This design comes from an exercise in tuning for small area on the open sky130 flow, not from production work.
In this exercise RTL edits were held to simulation tests only and were not proved equivalent to the original.
Power and IR drop assume default switching activity.

== old ==
==> flow/design.v <==
module koto_evt_ctrl(
  input  wire        clk,
  input  wire        reset,
  input  wire [15:0] din,
  input  wire [15:0] trig_in,
  input  wire [13:0] L1A_00, L1A_01, L1A_02, L1A_03,
  input  wire [13:0] L1A_04, L1A_05, L1A_06, L1A_07,
  input  wire [13:0] L1A_08, L1A_09, L1A_10, L1A_11,
  input  wire [13:0] L1A_12, L1A_13, L1A_14, L1A_15,
  input  wire        one_adc_finish_read,
  output wire [15:0] evt_rx_00, evt_rx_01, evt_rx_02, evt_rx_03,
  output wire [15:0] evt_rx_04, evt_rx_05, evt_rx_06, evt_rx_07,
  output wire [15:0] evt_rx_08, evt_rx_09, evt_rx_10, evt_rx_11,
  output wire [15:0] evt_rx_12, evt_rx_13, evt_rx_14, evt_rx_15,
  output wire        need_read,
  output wire        need_check,
  output wire [15:0] start_check,
  output wire        check_in_progress,
  output wire [1:0]  check_error,
  output wire [15:0] L1A_error,
  output wire        L1A_align,
  output wire        one_adc_finish_check,
  output wire [15:0] start_read,
  output wire [1:0]  tx_error,
  output wire [15:0] evt_tx
);
reg [15:0] rx [0:15];
reg        nr_q;           
reg        nc_q;           
reg        tx_up_q;        
reg        rd_act_q;       
reg [3:0]  rd_idx_q;       
reg [15:0] tx_q;           
reg [1:0]  tx_err_q;
reg        ck_act_q;       
reg [3:0]  ck_idx_q;       
reg        ofc_q;          
reg        ck_err_q;       
reg        align_q;        
reg        chk_err_q;      
wire [15:0] gt;
genvar gi, gb;
generate
  for (gi = 0; gi < 16; gi = gi + 1) begin : g_rx
    wire [16:0] cc;        
    wire [16:0] ic;        
    assign cc[0] = din[gi];
    for (gb = 0; gb < 16; gb = gb + 1) begin : g_b
      assign cc[gb+1] = (rx[gi][gb] & ~tx_q[gb]) | ((rx[gi][gb] | ~tx_q[gb]) & cc[gb]);
      if (gb == 0) begin : g_c0
        assign ic[gb] = din[gi];
      end else begin : g_cn
        assign ic[gb] = din[gi] & (&rx[gi][gb-1:0]);
      end
    end
    assign ic[16] = din[gi] & (&rx[gi]);
    assign gt[gi] = cc[16] & ~ic[16];
    always @(posedge clk)
      if (reset) rx[gi] <= 16'd0;
      else       rx[gi] <= rx[gi] ^ ic[15:0];
  end
endgenerate
wire nr_d = &gt;
always @(posedge clk)
  if (reset) begin
    nr_q <= 1'b0;
    nc_q <= 1'b0;
  end else begin
    nr_q <= nr_d;
    nc_q <= nr_d & (tx_up_q | ~nr_q);
  end
wire rd_start = align_q & ~rd_act_q & nr_q;
wire rd_on    = rd_act_q | rd_start;
wire rd_adv   = one_adc_finish_read & rd_on;
wire rd_wrap  = rd_adv & (&rd_idx_q);
wire [15:0] tx_inc;
generate
  for (gb = 0; gb < 16; gb = gb + 1) begin : g_tx
    if (gb == 0) begin : g_c0
      assign tx_inc[gb] = rd_wrap;
    end else begin : g_cn
      assign tx_inc[gb] = rd_wrap & (&tx_q[gb-1:0]);
    end
  end
endgenerate
always @(posedge clk)
  if (reset) begin
    rd_act_q <= 1'b0;
    rd_idx_q <= 4'd0;
    tx_q     <= 16'd0;
    tx_err_q <= 2'b00;
    tx_up_q  <= 1'b0;
  end else begin
    rd_act_q <= rd_on & ~rd_wrap;
    rd_idx_q <= rd_idx_q + rd_adv;
    tx_q     <= tx_q ^ tx_inc;
    tx_err_q <= tx_err_q | {align_q & rd_act_q, align_q & ~rd_act_q & ~nr_q};
    tx_up_q  <= rd_wrap;
  end
wire [13:0] l1a [0:15];
assign l1a[0]  = L1A_00; assign l1a[1]  = L1A_01; assign l1a[2]  = L1A_02; assign l1a[3]  = L1A_03;
assign l1a[4]  = L1A_04; assign l1a[5]  = L1A_05; assign l1a[6]  = L1A_06; assign l1a[7]  = L1A_07;
assign l1a[8]  = L1A_08; assign l1a[9]  = L1A_09; assign l1a[10] = L1A_10; assign l1a[11] = L1A_11;
assign l1a[12] = L1A_12; assign l1a[13] = L1A_13; assign l1a[14] = L1A_14; assign l1a[15] = L1A_15;
wire [2:0]  ev_sel = ck_idx_q[3:1];                       
wire [2:0]  od_sel = ck_idx_q[3:1] - {2'b00, ~ck_idx_q[0]};  
wire [13:0] ev_l1a = l1a[{ev_sel, 1'b0}];
wire [13:0] od_l1a = l1a[{od_sel, 1'b1}];
wire        l1a_ok = (ev_l1a == od_l1a) | (ck_idx_q == 4'd0);
wire        ck_try = ck_act_q & ~ofc_q & trig_in[ck_idx_q];
wire        ck_pass = ck_try & l1a_ok;
wire        ck_fail = ck_try & ~l1a_ok;
always @(posedge clk)
  if (reset) begin
    ck_act_q  <= 1'b0;
    ck_idx_q  <= 4'd0;
    ofc_q     <= 1'b0;
    ck_err_q  <= 1'b0;
    align_q   <= 1'b0;
    chk_err_q <= 1'b0;
  end else begin
    ck_act_q  <= ck_act_q ? ~(ofc_q & (&ck_idx_q)) : nc_q;
    ck_idx_q  <= ck_idx_q + ofc_q;
    ofc_q     <= ck_pass;
    ck_err_q  <= ck_fail | (ck_err_q & ~ck_pass);
    align_q   <= ck_pass & (&ck_idx_q);
    chk_err_q <= chk_err_q | (nc_q & ck_act_q);
  end
wire [15:0] ck_dec = 16'd1 << ck_idx_q;
wire [15:0] rd_dec = 16'd1 << rd_idx_q;
assign evt_rx_00 = rx[0];  assign evt_rx_01 = rx[1];  assign evt_rx_02 = rx[2];  assign evt_rx_03 = rx[3];
assign evt_rx_04 = rx[4];  assign evt_rx_05 = rx[5];  assign evt_rx_06 = rx[6];  assign evt_rx_07 = rx[7];
assign evt_rx_08 = rx[8];  assign evt_rx_09 = rx[9];  assign evt_rx_10 = rx[10]; assign evt_rx_11 = rx[11];
assign evt_rx_12 = rx[12]; assign evt_rx_13 = rx[13]; assign evt_rx_14 = rx[14]; assign evt_rx_15 = rx[15];
assign need_read            = nr_q;
assign need_check           = nc_q;
assign start_check          = {ck_dec[15:1], ck_dec[0] & ck_act_q};
assign check_in_progress    = ck_act_q;
assign check_error          = {1'b0, chk_err_q};
assign L1A_error            = {ck_dec[15:1] & {15{ck_err_q}}, 1'b0};
assign L1A_align            = align_q;
assign one_adc_finish_check = ofc_q;
assign start_read           = {rd_dec[15:1], rd_dec[0] & rd_act_q};
assign tx_error             = tx_err_q;
assign evt_tx               = tx_q;
endmodule
clock: 10.0 ns
lec_check: 0
cap_margin: 20
core_area: 4 4 198 198
cts_buf_list: sky130_fd_sc_hd__clkbuf_4
die_area: 0 0 202 202
slew_margin: 20
standard.sh (not shown) runs the stock make flow with config.mk's settings and CLKGATE_MAP_FILE= SYNTH_SCRIPT=/design/flow/synth_recipe.tcl, a recipe that flattens the netlist after the stock synthesis.
==> flow/flow/run.sh <==
#!/bin/bash
# Standard ORFS layout (standard.sh) with two changes:
#  * synthesis maps the logic with an area-oriented ABC script (flow/area.abc),
#    through flow/synth_area.tcl, which otherwise runs synth_recipe.tcl as is;
#  * the port buffers use the smallest buffer cell.
# Each tool's output goes to standard.log; ORFS's own logs stay under orfs/logs.
set -euo pipefail
W=$(pwd)
export AREA_ABC_SCRIPT=$W/flow/area.abc
export FLOW_SYNTH_TCL=$W/synth_recipe.tcl
export BUFFER_PORTS_ARGS="-buffer_cell sky130_fd_sc_hd__buf_1"
export CTS_ARGS="-sink_clustering_enable -repair_clock_nets -dont_use_dummy_load -buf_list sky130_fd_sc_hd__clkbuf_4 -sink_clustering_size 10 -sink_clustering_max_diameter 50"
sed "s|SYNTH_SCRIPT=[^ ]*|SYNTH_SCRIPT=$W/flow/synth_area.tcl|" standard.sh > standard_area.sh
grep -q "SYNTH_SCRIPT=$W/flow/synth_area.tcl" standard_area.sh
bash standard_area.sh > standard.log 2>&1
==> flow/flow/area.abc <==
strash
&get -n
&fraig -x
&put
dc2
strash
&get -n
&dch -f
&nf -R 1000
&st
&syn2
&dch -f
&nf -R 1000
&st
&dch -f
&nf -R 1000
&put
==> flow/flow/synth_area.tcl <==
# The standard flow's synthesis (synth_recipe.tcl, unchanged) with one difference: the
# combinational logic is mapped by ABC with an area-oriented script
# (area.abc) in place of ORFS's speed script. Registers are not touched.
set ::area_abc_script $::env(AREA_ABC_SCRIPT)
proc abc {args} {
  set i [lsearch -exact $args -script]
  if { $i >= 0 } {
    lset args [expr { $i + 1 }] $::area_abc_script
  }
  yosys abc {*}$args
}
source $::env(FLOW_SYNTH_TCL)
Here is what was changed in the inputs of new compared with old.
diff --git a/flow/flow/run.sh b/flow/flow/run.sh
--- a/flow/flow/run.sh
+++ b/flow/flow/run.sh
@@ -12 +12 @@
-export CTS_ARGS="-sink_clustering_enable -repair_clock_nets -dont_use_dummy_load -buf_list sky130_fd_sc_hd__clkbuf_4 -sink_clustering_size 10 -sink_clustering_max_diameter 50"
+export CTS_ARGS="-sink_clustering_enable -repair_clock_nets -dont_use_dummy_load -buf_list sky130_fd_sc_hd__clkbuf_8 -sink_clustering_size 20 -sink_clustering_max_diameter 60"
### Flow results
In the reports for new and old, the smaller initial antenna violation count belongs to new. As far as synthesized area goes, old and new are indistinguishable; the numbers are identical. Against old, final period demand of the worst path in new came out worse. From new to old, synthesized flop and latch total did not move at all. Re global-route usage over all layers: new is 0.26 points down on old.

---

## red
koto_evt_ctrl, a different RTL version from the one above (not shown whole).
Size: about 290 flip-flops, about 590 I/O pins.
// koto_evt_ctrl
module koto_evt_ctrl(
  input  wire        clk,
  input  wire        reset,
  input  wire [15:0] din,
  input  wire [15:0] trig_in,
  input  wire [13:0] L1A_00, L1A_01, L1A_02, L1A_03,
  input  wire [13:0] L1A_04, L1A_05, L1A_06, L1A_07,
  input  wire [13:0] L1A_08, L1A_09, L1A_10, L1A_11,
  input  wire [13:0] L1A_12, L1A_13, L1A_14, L1A_15,
  input  wire        one_adc_finish_read,
  output wire [15:0] evt_rx_00, evt_rx_01, evt_rx_02, evt_rx_03,
  output wire [15:0] evt_rx_04, evt_rx_05, evt_rx_06, evt_rx_07,
  output wire [15:0] evt_rx_08, evt_rx_09, evt_rx_10, evt_rx_11,
  output wire [15:0] evt_rx_12, evt_rx_13, evt_rx_14, evt_rx_15,
  output wire        need_read,
  output wire        need_check,
  output wire [15:0] start_check,
  output wire        check_in_progress,
  output wire [1:0]  check_error,
  output wire [15:0] L1A_error,
  output wire        L1A_align,
  output wire        one_adc_finish_check,
  output wire [15:0] start_read,
  output wire [1:0]  tx_error,
  output wire [15:0] evt_tx
);
reg [15:0] rx [0:15];
reg        nr_prev_q;      
reg        up_prev_q;      
reg        tx_up_q;        
reg        rd_act_q;       
reg [3:0]  rd_idx_q;       
reg [15:0] tx_q;           
reg [1:0]  tx_err_q;
reg        ck_act_q;       
reg [3:0]  ck_idx_q;       
reg        ofc_q;          
reg        ck_err_q;       
reg        chk_err_q;      
wire [15:0] gt;
genvar gi, gb;
generate
  ...
Settings: LEC_CHECK=0, CAP_MARGIN=0, CORE_AREA=4 4 236 126, DIE_AREA=0 0 240 130, GPL_TIMING_DRIVEN=0, SLEW_MARGIN=0; clock period 10.0 ns.
==> flow/flow/run.sh <==
#!/bin/bash
# Standard ORFS layout (standard.sh) with these changes:
#  * synthesis maps the logic with an area-oriented ABC script (flow/area.abc)
#    and without ha/fa extraction, through flow/synth_area.tcl, which otherwise
#    runs synth_recipe.tcl as is;
#  * the port buffers use the smallest buffer cell;
#  * the large buffers (buf_6 and up) are added to the platform's don't-use
#    list, so high-fanout nets get trees of small buffers;
#  * clock tree: clkbuf_4 buffers over clusters of up to 9 flip-flops
#    (at most 50 um across), without dummy loads.
# Each tool's output goes to standard.log; ORFS's own logs stay under orfs/logs.
set -euo pipefail
W=$(pwd)
export AREA_ABC_SCRIPT=$W/flow/area.abc
export FLOW_SYNTH_TCL=$W/synth_recipe.tcl
export BUFFER_PORTS_ARGS="-buffer_cell sky130_fd_sc_hd__buf_1"
export CTS_ARGS="-sink_clustering_enable -repair_clock_nets -dont_use_dummy_load -buf_list sky130_fd_sc_hd__clkbuf_4 -sink_clustering_size 9 -sink_clustering_max_diameter 50"
# the platform's don't-use cells, then the large buffers
DU="sky130_fd_sc_hd__probe_p_8 sky130_fd_sc_hd__probec_p_8 sky130_fd_sc_hd__lpflow_bleeder_1 sky130_fd_sc_hd__lpflow_clkbufkapwr_1 sky130_fd_sc_hd__lpflow_clkbufkapwr_16 sky130_fd_sc_hd__lpflow_clkbufkapwr_2 sky130_fd_sc_hd__lpflow_clkbufkapwr_4 sky130_fd_sc_hd__lpflow_clkbufkapwr_8 sky130_fd_sc_hd__lpflow_clkinvkapwr_1 sky130_fd_sc_hd__lpflow_clkinvkapwr_16 sky130_fd_sc_hd__lpflow_clkinvkapwr_2 sky130_fd_sc_hd__lpflow_clkinvkapwr_4 sky130_fd_sc_hd__lpflow_clkinvkapwr_8 sky130_fd_sc_hd__lpflow_decapkapwr_12 sky130_fd_sc_hd__lpflow_decapkapwr_3 sky130_fd_sc_hd__lpflow_decapkapwr_4 sky130_fd_sc_hd__lpflow_decapkapwr_6 sky130_fd_sc_hd__lpflow_decapkapwr_8 sky130_fd_sc_hd__lpflow_inputiso0n_1 sky130_fd_sc_hd__lpflow_inputiso0p_1 sky130_fd_sc_hd__lpflow_inputiso1n_1 sky130_fd_sc_hd__lpflow_inputiso1p_1 sky130_fd_sc_hd__lpflow_inputisolatch_1 sky130_fd_sc_hd__lpflow_isobufsrc_1 sky130_fd_sc_hd__lpflow_isobufsrc_16 sky130_fd_sc_hd__lpflow_isobufsrc_2 sky130_fd_sc_hd__lpflow_isobufsrc_4 sky130_fd_sc_hd__lpflow_isobufsrc_8 sky130_fd_sc_hd__lpflow_isobufsrckapwr_16 sky130_fd_sc_hd__lpflow_lsbuf_lh_hl_isowell_tap_1 sky130_fd_sc_hd__lpflow_lsbuf_lh_hl_isowell_tap_2 sky130_fd_sc_hd__lpflow_lsbuf_lh_hl_isowell_tap_4 sky130_fd_sc_hd__lpflow_lsbuf_lh_isowell_4 sky130_fd_sc_hd__lpflow_lsbuf_lh_isowell_tap_1 sky130_fd_sc_hd__lpflow_lsbuf_lh_isowell_tap_2 sky130_fd_sc_hd__lpflow_lsbuf_lh_isowell_tap_4 sky130_fd_sc_hd__buf_6 sky130_fd_sc_hd__buf_8 sky130_fd_sc_hd__buf_12 sky130_fd_sc_hd__buf_16 sky130_fd_sc_hd__bufbuf_8 sky130_fd_sc_hd__bufbuf_16"
sed "s|SYNTH_SCRIPT=[^ ]*|SYNTH_SCRIPT=$W/flow/synth_area.tcl|; s|\"\${@:-finish}\"|DONT_USE_CELLS=\"$DU\" \"\${@:-finish}\"|" standard.sh > standard_area.sh
grep -q "DONT_USE_CELLS=" standard_area.sh
grep -q "SYNTH_SCRIPT=$W/flow/synth_area.tcl" standard_area.sh
bash standard_area.sh > standard.log 2>&1
Other scripts of this flow, unchanged in this note and not shown: flow/flow/area.abc, flow/flow/synth_area.tcl
The flow for red finished, though final verification flagged capacitance limit, slew limit.
### red -> blue
# red
export LEC_CHECK = 0
export CAP_MARGIN = 0
export CORE_AREA = 4 4 236 126
export DIE_AREA = 0 0 240 130
export GPL_TIMING_DRIVEN = 0
export SLEW_MARGIN = 0
create_clock -name core_clock -period 10.0 [get_ports {clk}]
# blue
export LEC_CHECK = 0
export CAP_MARGIN = 0
export CORE_AREA = 4 4 198 198
export DIE_AREA = 0 0 202 202
export GPL_TIMING_DRIVEN = 0
export SLEW_MARGIN = 0
create_clock -name core_clock -period 10.0 [get_ports {clk}]
==> flow/flow/run.sh <==
#!/bin/bash
# Standard ORFS layout (standard.sh) with these changes:
#  * synthesis maps the logic with an area-oriented ABC script (flow/area.abc)
#    and without ha/fa extraction, through flow/synth_area.tcl, which otherwise
#    runs synth_recipe.tcl as is;
#  * the port buffers, and the buffers synthesis puts on outputs driven by a
#    constant, use the smallest buffer cell;
#  * the large buffers (buf_6 and up) are added to the platform's don't-use
#    list, so high-fanout nets get trees of small buffers;
#  * clock tree: clkbuf_8 buffers over clusters of up to 12 flip-flops
#    (at most 50 um across), without dummy loads.
# Each tool's output goes to standard.log; ORFS's own logs stay under orfs/logs.
set -euo pipefail
W=$(pwd)
export AREA_ABC_SCRIPT=$W/flow/area.abc
export FLOW_SYNTH_TCL=$W/synth_recipe.tcl
export BUFFER_PORTS_ARGS="-buffer_cell sky130_fd_sc_hd__buf_1"
export CTS_ARGS="-sink_clustering_enable -repair_clock_nets -dont_use_dummy_load -buf_list sky130_fd_sc_hd__clkbuf_8 -sink_clustering_size 12 -sink_clustering_max_diameter 50"
# the platform's don't-use cells, then the large buffers
DU="sky130_fd_sc_hd__probe_p_8 sky130_fd_sc_hd__probec_p_8 sky130_fd_sc_hd__lpflow_bleeder_1 sky130_fd_sc_hd__lpflow_clkbufkapwr_1 sky130_fd_sc_hd__lpflow_clkbufkapwr_16 sky130_fd_sc_hd__lpflow_clkbufkapwr_2 sky130_fd_sc_hd__lpflow_clkbufkapwr_4 sky130_fd_sc_hd__lpflow_clkbufkapwr_8 sky130_fd_sc_hd__lpflow_clkinvkapwr_1 sky130_fd_sc_hd__lpflow_clkinvkapwr_16 sky130_fd_sc_hd__lpflow_clkinvkapwr_2 sky130_fd_sc_hd__lpflow_clkinvkapwr_4 sky130_fd_sc_hd__lpflow_clkinvkapwr_8 sky130_fd_sc_hd__lpflow_decapkapwr_12 sky130_fd_sc_hd__lpflow_decapkapwr_3 sky130_fd_sc_hd__lpflow_decapkapwr_4 sky130_fd_sc_hd__lpflow_decapkapwr_6 sky130_fd_sc_hd__lpflow_decapkapwr_8 sky130_fd_sc_hd__lpflow_inputiso0n_1 sky130_fd_sc_hd__lpflow_inputiso0p_1 sky130_fd_sc_hd__lpflow_inputiso1n_1 sky130_fd_sc_hd__lpflow_inputiso1p_1 sky130_fd_sc_hd__lpflow_inputisolatch_1 sky130_fd_sc_hd__lpflow_isobufsrc_1 sky130_fd_sc_hd__lpflow_isobufsrc_16 sky130_fd_sc_hd__lpflow_isobufsrc_2 sky130_fd_sc_hd__lpflow_isobufsrc_4 sky130_fd_sc_hd__lpflow_isobufsrc_8 sky130_fd_sc_hd__lpflow_isobufsrckapwr_16 sky130_fd_sc_hd__lpflow_lsbuf_lh_hl_isowell_tap_1 sky130_fd_sc_hd__lpflow_lsbuf_lh_hl_isowell_tap_2 sky130_fd_sc_hd__lpflow_lsbuf_lh_hl_isowell_tap_4 sky130_fd_sc_hd__lpflow_lsbuf_lh_isowell_4 sky130_fd_sc_hd__lpflow_lsbuf_lh_isowell_tap_1 sky130_fd_sc_hd__lpflow_lsbuf_lh_isowell_tap_2 sky130_fd_sc_hd__lpflow_lsbuf_lh_isowell_tap_4 sky130_fd_sc_hd__buf_6 sky130_fd_sc_hd__buf_8 sky130_fd_sc_hd__buf_12 sky130_fd_sc_hd__buf_16 sky130_fd_sc_hd__bufbuf_8 sky130_fd_sc_hd__bufbuf_16"
sed "s|SYNTH_SCRIPT=[^ ]*|SYNTH_SCRIPT=$W/flow/synth_area.tcl|; s|\"\${@:-finish}\"|DONT_USE_CELLS=\"$DU\" \"MIN_BUF_CELL_AND_PORTS=sky130_fd_sc_hd__buf_1 A X\" \"\${@:-finish}\"|" standard.sh > standard_area.sh
grep -q "DONT_USE_CELLS=" standard_area.sh
grep -q "MIN_BUF_CELL_AND_PORTS=" standard_area.sh
grep -q "SYNTH_SCRIPT=$W/flow/synth_area.tcl" standard_area.sh
bash standard_area.sh > standard.log 2>&1
Findings:
- Nothing crashed in blue and all stages finished; the problem is that the final layout failed, the offending checks being capacitance limit, slew limit.
- The total instance count after detailed placement reported for blue is greater than that of red by 135.
- The run with more setup slack is blue; red has less.
- Summary of blue over red: part of the total power dissipated in combinational logic lower; headroom to the max-slew limit +0.40 points; proportion of power drawn by the clock network grew by 5.9 points.
- NOTE: placer congestion estimate in blue exceeds that of red
What green does differently from blue at the input level:
# blue
export LEC_CHECK = 0
export CAP_MARGIN = 0
export CORE_AREA = 4 4 198 198
export DIE_AREA = 0 0 202 202
export GPL_TIMING_DRIVEN = 0
export SLEW_MARGIN = 0
create_clock -name core_clock -period 10.0 [get_ports {clk}]
# green
export LEC_CHECK = 0
export CAP_MARGIN = 10
export CORE_AREA = 4 4 198 198
export DIE_AREA = 0 0 202 202
export GPL_TIMING_DRIVEN = 0
export SLEW_MARGIN = 10
create_clock -name core_clock -period 10.0 [get_ports {clk}]
==> flow/flow/run.sh <==
#!/bin/bash
# Standard ORFS layout (standard.sh) with these changes:
#  * synthesis maps the logic with an area-oriented ABC script (flow/area.abc)
#    and without ha/fa extraction, through flow/synth_area.tcl, which otherwise
#    runs synth_recipe.tcl as is;
#  * the port buffers use the smallest buffer cell;
#  * the large buffers (buf_6 and up) are added to the platform's don't-use
#    list, so high-fanout nets get trees of small buffers;
#  * clock tree: clkbuf_4 buffers over clusters of up to 9 flip-flops
#    (at most 50 um across), without dummy loads.
# Each tool's output goes to standard.log; ORFS's own logs stay under orfs/logs.
set -euo pipefail
W=$(pwd)
export AREA_ABC_SCRIPT=$W/flow/area.abc
export FLOW_SYNTH_TCL=$W/synth_recipe.tcl
export BUFFER_PORTS_ARGS="-buffer_cell sky130_fd_sc_hd__buf_1"
export CTS_ARGS="-sink_clustering_enable -repair_clock_nets -dont_use_dummy_load -buf_list sky130_fd_sc_hd__clkbuf_4 -sink_clustering_size 9 -sink_clustering_max_diameter 50"
# the platform's don't-use cells, then the large buffers
DU="sky130_fd_sc_hd__probe_p_8 sky130_fd_sc_hd__probec_p_8 sky130_fd_sc_hd__lpflow_bleeder_1 sky130_fd_sc_hd__lpflow_clkbufkapwr_1 sky130_fd_sc_hd__lpflow_clkbufkapwr_16 sky130_fd_sc_hd__lpflow_clkbufkapwr_2 sky130_fd_sc_hd__lpflow_clkbufkapwr_4 sky130_fd_sc_hd__lpflow_clkbufkapwr_8 sky130_fd_sc_hd__lpflow_clkinvkapwr_1 sky130_fd_sc_hd__lpflow_clkinvkapwr_16 sky130_fd_sc_hd__lpflow_clkinvkapwr_2 sky130_fd_sc_hd__lpflow_clkinvkapwr_4 sky130_fd_sc_hd__lpflow_clkinvkapwr_8 sky130_fd_sc_hd__lpflow_decapkapwr_12 sky130_fd_sc_hd__lpflow_decapkapwr_3 sky130_fd_sc_hd__lpflow_decapkapwr_4 sky130_fd_sc_hd__lpflow_decapkapwr_6 sky130_fd_sc_hd__lpflow_decapkapwr_8 sky130_fd_sc_hd__lpflow_inputiso0n_1 sky130_fd_sc_hd__lpflow_inputiso0p_1 sky130_fd_sc_hd__lpflow_inputiso1n_1 sky130_fd_sc_hd__lpflow_inputiso1p_1 sky130_fd_sc_hd__lpflow_inputisolatch_1 sky130_fd_sc_hd__lpflow_isobufsrc_1 sky130_fd_sc_hd__lpflow_isobufsrc_16 sky130_fd_sc_hd__lpflow_isobufsrc_2 sky130_fd_sc_hd__lpflow_isobufsrc_4 sky130_fd_sc_hd__lpflow_isobufsrc_8 sky130_fd_sc_hd__lpflow_isobufsrckapwr_16 sky130_fd_sc_hd__lpflow_lsbuf_lh_hl_isowell_tap_1 sky130_fd_sc_hd__lpflow_lsbuf_lh_hl_isowell_tap_2 sky130_fd_sc_hd__lpflow_lsbuf_lh_hl_isowell_tap_4 sky130_fd_sc_hd__lpflow_lsbuf_lh_isowell_4 sky130_fd_sc_hd__lpflow_lsbuf_lh_isowell_tap_1 sky130_fd_sc_hd__lpflow_lsbuf_lh_isowell_tap_2 sky130_fd_sc_hd__lpflow_lsbuf_lh_isowell_tap_4 sky130_fd_sc_hd__buf_6 sky130_fd_sc_hd__buf_8 sky130_fd_sc_hd__buf_12 sky130_fd_sc_hd__buf_16 sky130_fd_sc_hd__bufbuf_8 sky130_fd_sc_hd__bufbuf_16"
sed "s|SYNTH_SCRIPT=[^ ]*|SYNTH_SCRIPT=$W/flow/synth_area.tcl|; s|\"\${@:-finish}\"|DONT_USE_CELLS=\"$DU\" \"\${@:-finish}\"|" standard.sh > standard_area.sh
grep -q "DONT_USE_CELLS=" standard_area.sh
grep -q "SYNTH_SCRIPT=$W/flow/synth_area.tcl" standard_area.sh
bash standard_area.sh > standard.log 2>&1
## What came out
- Measured against green, the power after layout of blue comes out at 1.09 times the reference value.
- Count of fill cells added during filler insertion: green vs blue down 0.34%
- | first-pass GRT wire length | blue vs green | ≈ equal |
- On maximum VDD drop, green does better than blue.
- The setup slack of green is smaller than that of blue.
- green reached the final stage; the timing, design-rule and antenna checks on its layout passed.
- Portion of the clock cycle consumed by the worst path in the final layout was lower in blue than in green.
- Hold slack essentially unchanged between green and blue.
Edits applied to the flow inputs when going from green to orange:
# green
export LEC_CHECK = 0
export CAP_MARGIN = 10
export CORE_AREA = 4 4 198 198
export DIE_AREA = 0 0 202 202
export GPL_TIMING_DRIVEN = 0
export SLEW_MARGIN = 10
create_clock -name core_clock -period 10.0 [get_ports {clk}]
# orange
export LEC_CHECK = 0
export CAP_MARGIN = 0
export CORE_AREA = 4 4 198 198
export DIE_AREA = 0 0 202 202
export GPL_TIMING_DRIVEN = 0
export SLEW_MARGIN = 0
create_clock -name core_clock -period 10.0 [get_ports {clk}]
==> flow/flow/run.sh <==
#!/bin/bash
# Standard ORFS layout (standard.sh) with these changes:
#  * synthesis maps the logic with an area-oriented ABC script (flow/area.abc)
#    and without ha/fa extraction, through flow/synth_area.tcl, which otherwise
#    runs synth_recipe.tcl as is;
#  * the port buffers, and the buffers synthesis puts on outputs driven by a
#    constant, use the smallest buffer cell;
#  * the large buffers (buf_6 and up) are added to the platform's don't-use
#    list, so high-fanout nets get trees of small buffers;
#  * clock tree: clkbuf_4 buffers over clusters of up to 9 flip-flops
#    (at most 50 um across), without dummy loads.
# Each tool's output goes to standard.log; ORFS's own logs stay under orfs/logs.
set -euo pipefail
W=$(pwd)
export AREA_ABC_SCRIPT=$W/flow/area.abc
export FLOW_SYNTH_TCL=$W/synth_recipe.tcl
export BUFFER_PORTS_ARGS="-buffer_cell sky130_fd_sc_hd__buf_1"
export CTS_ARGS="-sink_clustering_enable -repair_clock_nets -dont_use_dummy_load -buf_list sky130_fd_sc_hd__clkbuf_4 -sink_clustering_size 9 -sink_clustering_max_diameter 50"
# the platform's don't-use cells, then the large buffers
DU="sky130_fd_sc_hd__probe_p_8 sky130_fd_sc_hd__probec_p_8 sky130_fd_sc_hd__lpflow_bleeder_1 sky130_fd_sc_hd__lpflow_clkbufkapwr_1 sky130_fd_sc_hd__lpflow_clkbufkapwr_16 sky130_fd_sc_hd__lpflow_clkbufkapwr_2 sky130_fd_sc_hd__lpflow_clkbufkapwr_4 sky130_fd_sc_hd__lpflow_clkbufkapwr_8 sky130_fd_sc_hd__lpflow_clkinvkapwr_1 sky130_fd_sc_hd__lpflow_clkinvkapwr_16 sky130_fd_sc_hd__lpflow_clkinvkapwr_2 sky130_fd_sc_hd__lpflow_clkinvkapwr_4 sky130_fd_sc_hd__lpflow_clkinvkapwr_8 sky130_fd_sc_hd__lpflow_decapkapwr_12 sky130_fd_sc_hd__lpflow_decapkapwr_3 sky130_fd_sc_hd__lpflow_decapkapwr_4 sky130_fd_sc_hd__lpflow_decapkapwr_6 sky130_fd_sc_hd__lpflow_decapkapwr_8 sky130_fd_sc_hd__lpflow_inputiso0n_1 sky130_fd_sc_hd__lpflow_inputiso0p_1 sky130_fd_sc_hd__lpflow_inputiso1n_1 sky130_fd_sc_hd__lpflow_inputiso1p_1 sky130_fd_sc_hd__lpflow_inputisolatch_1 sky130_fd_sc_hd__lpflow_isobufsrc_1 sky130_fd_sc_hd__lpflow_isobufsrc_16 sky130_fd_sc_hd__lpflow_isobufsrc_2 sky130_fd_sc_hd__lpflow_isobufsrc_4 sky130_fd_sc_hd__lpflow_isobufsrc_8 sky130_fd_sc_hd__lpflow_isobufsrckapwr_16 sky130_fd_sc_hd__lpflow_lsbuf_lh_hl_isowell_tap_1 sky130_fd_sc_hd__lpflow_lsbuf_lh_hl_isowell_tap_2 sky130_fd_sc_hd__lpflow_lsbuf_lh_hl_isowell_tap_4 sky130_fd_sc_hd__lpflow_lsbuf_lh_isowell_4 sky130_fd_sc_hd__lpflow_lsbuf_lh_isowell_tap_1 sky130_fd_sc_hd__lpflow_lsbuf_lh_isowell_tap_2 sky130_fd_sc_hd__lpflow_lsbuf_lh_isowell_tap_4 sky130_fd_sc_hd__buf_6 sky130_fd_sc_hd__buf_8 sky130_fd_sc_hd__buf_12 sky130_fd_sc_hd__buf_16 sky130_fd_sc_hd__bufbuf_8 sky130_fd_sc_hd__bufbuf_16"
sed "s|SYNTH_SCRIPT=[^ ]*|SYNTH_SCRIPT=$W/flow/synth_area.tcl|; s|\"\${@:-finish}\"|DONT_USE_CELLS=\"$DU\" \"MIN_BUF_CELL_AND_PORTS=sky130_fd_sc_hd__buf_1 A X\" \"\${@:-finish}\"|" standard.sh > standard_area.sh
grep -q "DONT_USE_CELLS=" standard_area.sh
grep -q "MIN_BUF_CELL_AND_PORTS=" standard_area.sh
grep -q "SYNTH_SCRIPT=$W/flow/synth_area.tcl" standard_area.sh
bash standard_area.sh > standard.log 2>&1
==> comparison <==
green completed end to end with timing, DRC and antenna clean.
orange finished every stage; the final checks, however, were not passed, the failures being capacitance limit, slew limit.
orange vs green — number of clock-tree buffers in the layout climbed by a few percent
The net count of the finished layout of green and that of orange are within noise of each other.
From green to orange the numbers moved as follows: final cell count has remained practically unchanged; area share of and/or/nand/nor cells after synthesis held steady.
Any difference in footprint of the multi-input gates between green and orange is small enough to ignore.
Against green, orange reports a clock network fraction of design power that is higher.
Summary of the comparison: clock network latency to the later pin of the worst-skew pair is higher in orange, relative to green.
| first-pass GRT wire length | green vs orange | ≈ equal |
The final routed wirelength across all metal layers of green and that of orange are within noise of each other.
STATUS worst setup slack after layout: orange wins against green
[inputs] purple vs orange
==> flow/flow/run.sh <==
#!/bin/bash
# Standard ORFS layout (standard.sh) with these changes:
#  * synthesis maps the logic with an area-oriented ABC script (flow/area.abc)
#    and without ha/fa extraction, through flow/synth_area.tcl, which otherwise
#    runs synth_recipe.tcl as is;
#  * the port buffers use the smallest buffer cell;
#  * the large buffers (buf_6 and up) are added to the platform's don't-use
#    list, so high-fanout nets get trees of small buffers;
#  * clock tree: clkbuf_8 buffers over clusters of up to 14 flip-flops,
#    without dummy loads.
# Each tool's output goes to standard.log; ORFS's own logs stay under orfs/logs.
set -euo pipefail
W=$(pwd)
export AREA_ABC_SCRIPT=$W/flow/area.abc
export FLOW_SYNTH_TCL=$W/synth_recipe.tcl
export BUFFER_PORTS_ARGS="-buffer_cell sky130_fd_sc_hd__buf_1"
export CTS_ARGS="-sink_clustering_enable -repair_clock_nets -dont_use_dummy_load -buf_list sky130_fd_sc_hd__clkbuf_4 -sink_clustering_size 9 -sink_clustering_max_diameter 50"
# the platform's don't-use cells, then the large buffers
DU="sky130_fd_sc_hd__probe_p_8 sky130_fd_sc_hd__probec_p_8 sky130_fd_sc_hd__lpflow_bleeder_1 sky130_fd_sc_hd__lpflow_clkbufkapwr_1 sky130_fd_sc_hd__lpflow_clkbufkapwr_16 sky130_fd_sc_hd__lpflow_clkbufkapwr_2 sky130_fd_sc_hd__lpflow_clkbufkapwr_4 sky130_fd_sc_hd__lpflow_clkbufkapwr_8 sky130_fd_sc_hd__lpflow_clkinvkapwr_1 sky130_fd_sc_hd__lpflow_clkinvkapwr_16 sky130_fd_sc_hd__lpflow_clkinvkapwr_2 sky130_fd_sc_hd__lpflow_clkinvkapwr_4 sky130_fd_sc_hd__lpflow_clkinvkapwr_8 sky130_fd_sc_hd__lpflow_decapkapwr_12 sky130_fd_sc_hd__lpflow_decapkapwr_3 sky130_fd_sc_hd__lpflow_decapkapwr_4 sky130_fd_sc_hd__lpflow_decapkapwr_6 sky130_fd_sc_hd__lpflow_decapkapwr_8 sky130_fd_sc_hd__lpflow_inputiso0n_1 sky130_fd_sc_hd__lpflow_inputiso0p_1 sky130_fd_sc_hd__lpflow_inputiso1n_1 sky130_fd_sc_hd__lpflow_inputiso1p_1 sky130_fd_sc_hd__lpflow_inputisolatch_1 sky130_fd_sc_hd__lpflow_isobufsrc_1 sky130_fd_sc_hd__lpflow_isobufsrc_16 sky130_fd_sc_hd__lpflow_isobufsrc_2 sky130_fd_sc_hd__lpflow_isobufsrc_4 sky130_fd_sc_hd__lpflow_isobufsrc_8 sky130_fd_sc_hd__lpflow_isobufsrckapwr_16 sky130_fd_sc_hd__lpflow_lsbuf_lh_hl_isowell_tap_1 sky130_fd_sc_hd__lpflow_lsbuf_lh_hl_isowell_tap_2 sky130_fd_sc_hd__lpflow_lsbuf_lh_hl_isowell_tap_4 sky130_fd_sc_hd__lpflow_lsbuf_lh_isowell_4 sky130_fd_sc_hd__lpflow_lsbuf_lh_isowell_tap_1 sky130_fd_sc_hd__lpflow_lsbuf_lh_isowell_tap_2 sky130_fd_sc_hd__lpflow_lsbuf_lh_isowell_tap_4 sky130_fd_sc_hd__buf_6 sky130_fd_sc_hd__buf_8 sky130_fd_sc_hd__buf_12 sky130_fd_sc_hd__buf_16 sky130_fd_sc_hd__bufbuf_8 sky130_fd_sc_hd__bufbuf_16"
sed "s|SYNTH_SCRIPT=[^ ]*|SYNTH_SCRIPT=$W/flow/synth_area.tcl|; s|\"\${@:-finish}\"|DONT_USE_CELLS=\"$DU\" \"\${@:-finish}\"|" standard.sh > standard_area.sh
grep -q "DONT_USE_CELLS=" standard_area.sh
grep -q "SYNTH_SCRIPT=$W/flow/synth_area.tcl" standard_area.sh
bash standard_area.sh > standard.log 2>&1
==> notes.md <==
purple | status: complete | timing, DRC, antenna: pass
~same per-cell via count in the routed design in purple and orange
Per the comparison of purple with orange, met2 layer wire length in the routed design moved up, sequential share of cell area level, final net count level, setup slack moved down, final routed wirelength across all metal layers moved down.
The via count reported for purple is smaller than that of orange by 61.
Reported for purple and orange, sequential cell count of the final layout turned out identical to the last digit.

==> what the ideal ports hide <==
The results above use ideal ports. As a check the final layouts listed here were re-extracted and re-timed, cells and wires unchanged. Step 1, drivers: a clkbuf_16 drives clk and a buf_2 each remaining input, both assumed. Step 2 moves the port delays by t, midway between the first and last clock arrival at a register: inputs arrive t later, outputs are due t later. That takes back most of the time a late clock gives input paths. Three values: no drivers, after step 1, after step 2; two values: the first two.
run | t (ns) | slack for setup (ns) | hold slack, ns | worst data-port slew with drivers (ns) | pins driven straight from the clock port
old | 0.689 | 4.857 / 4.885 / 4.196 | 0.492 / 0.492 / 0.492 | 0.27 | 1
new | 0.621 | 4.750 / 4.775 / 4.154 | 0.488 / 0.488 / 0.488 | 0.25 | 1
red | 0.699 | 1.662 / 1.615 / 1.862 | 0.483 / 0.483 / 0.483 | 0.14 | 1
blue | 0.583 | 2.054 / 2.002 / 2.155 | 0.473 / 0.473 / 0.473 | 0.17 | 1
green | 0.733 | 1.799 / 1.749 / 2.055 | 0.475 / 0.475 / 0.475 | 0.16 | 1
orange | 0.756 | 1.928 / 1.876 / 2.243 | 0.483 / 0.483 / 0.483 | 0.17 | 1
purple | 0.700 | 1.740 / 1.691 / 2.021 | 0.466 / 0.466 / 0.466 | 0.14 | 1
For old, which loses most, drivers alone change the setup slack by +0.028 ns; drivers and shift together by -0.661 ns.
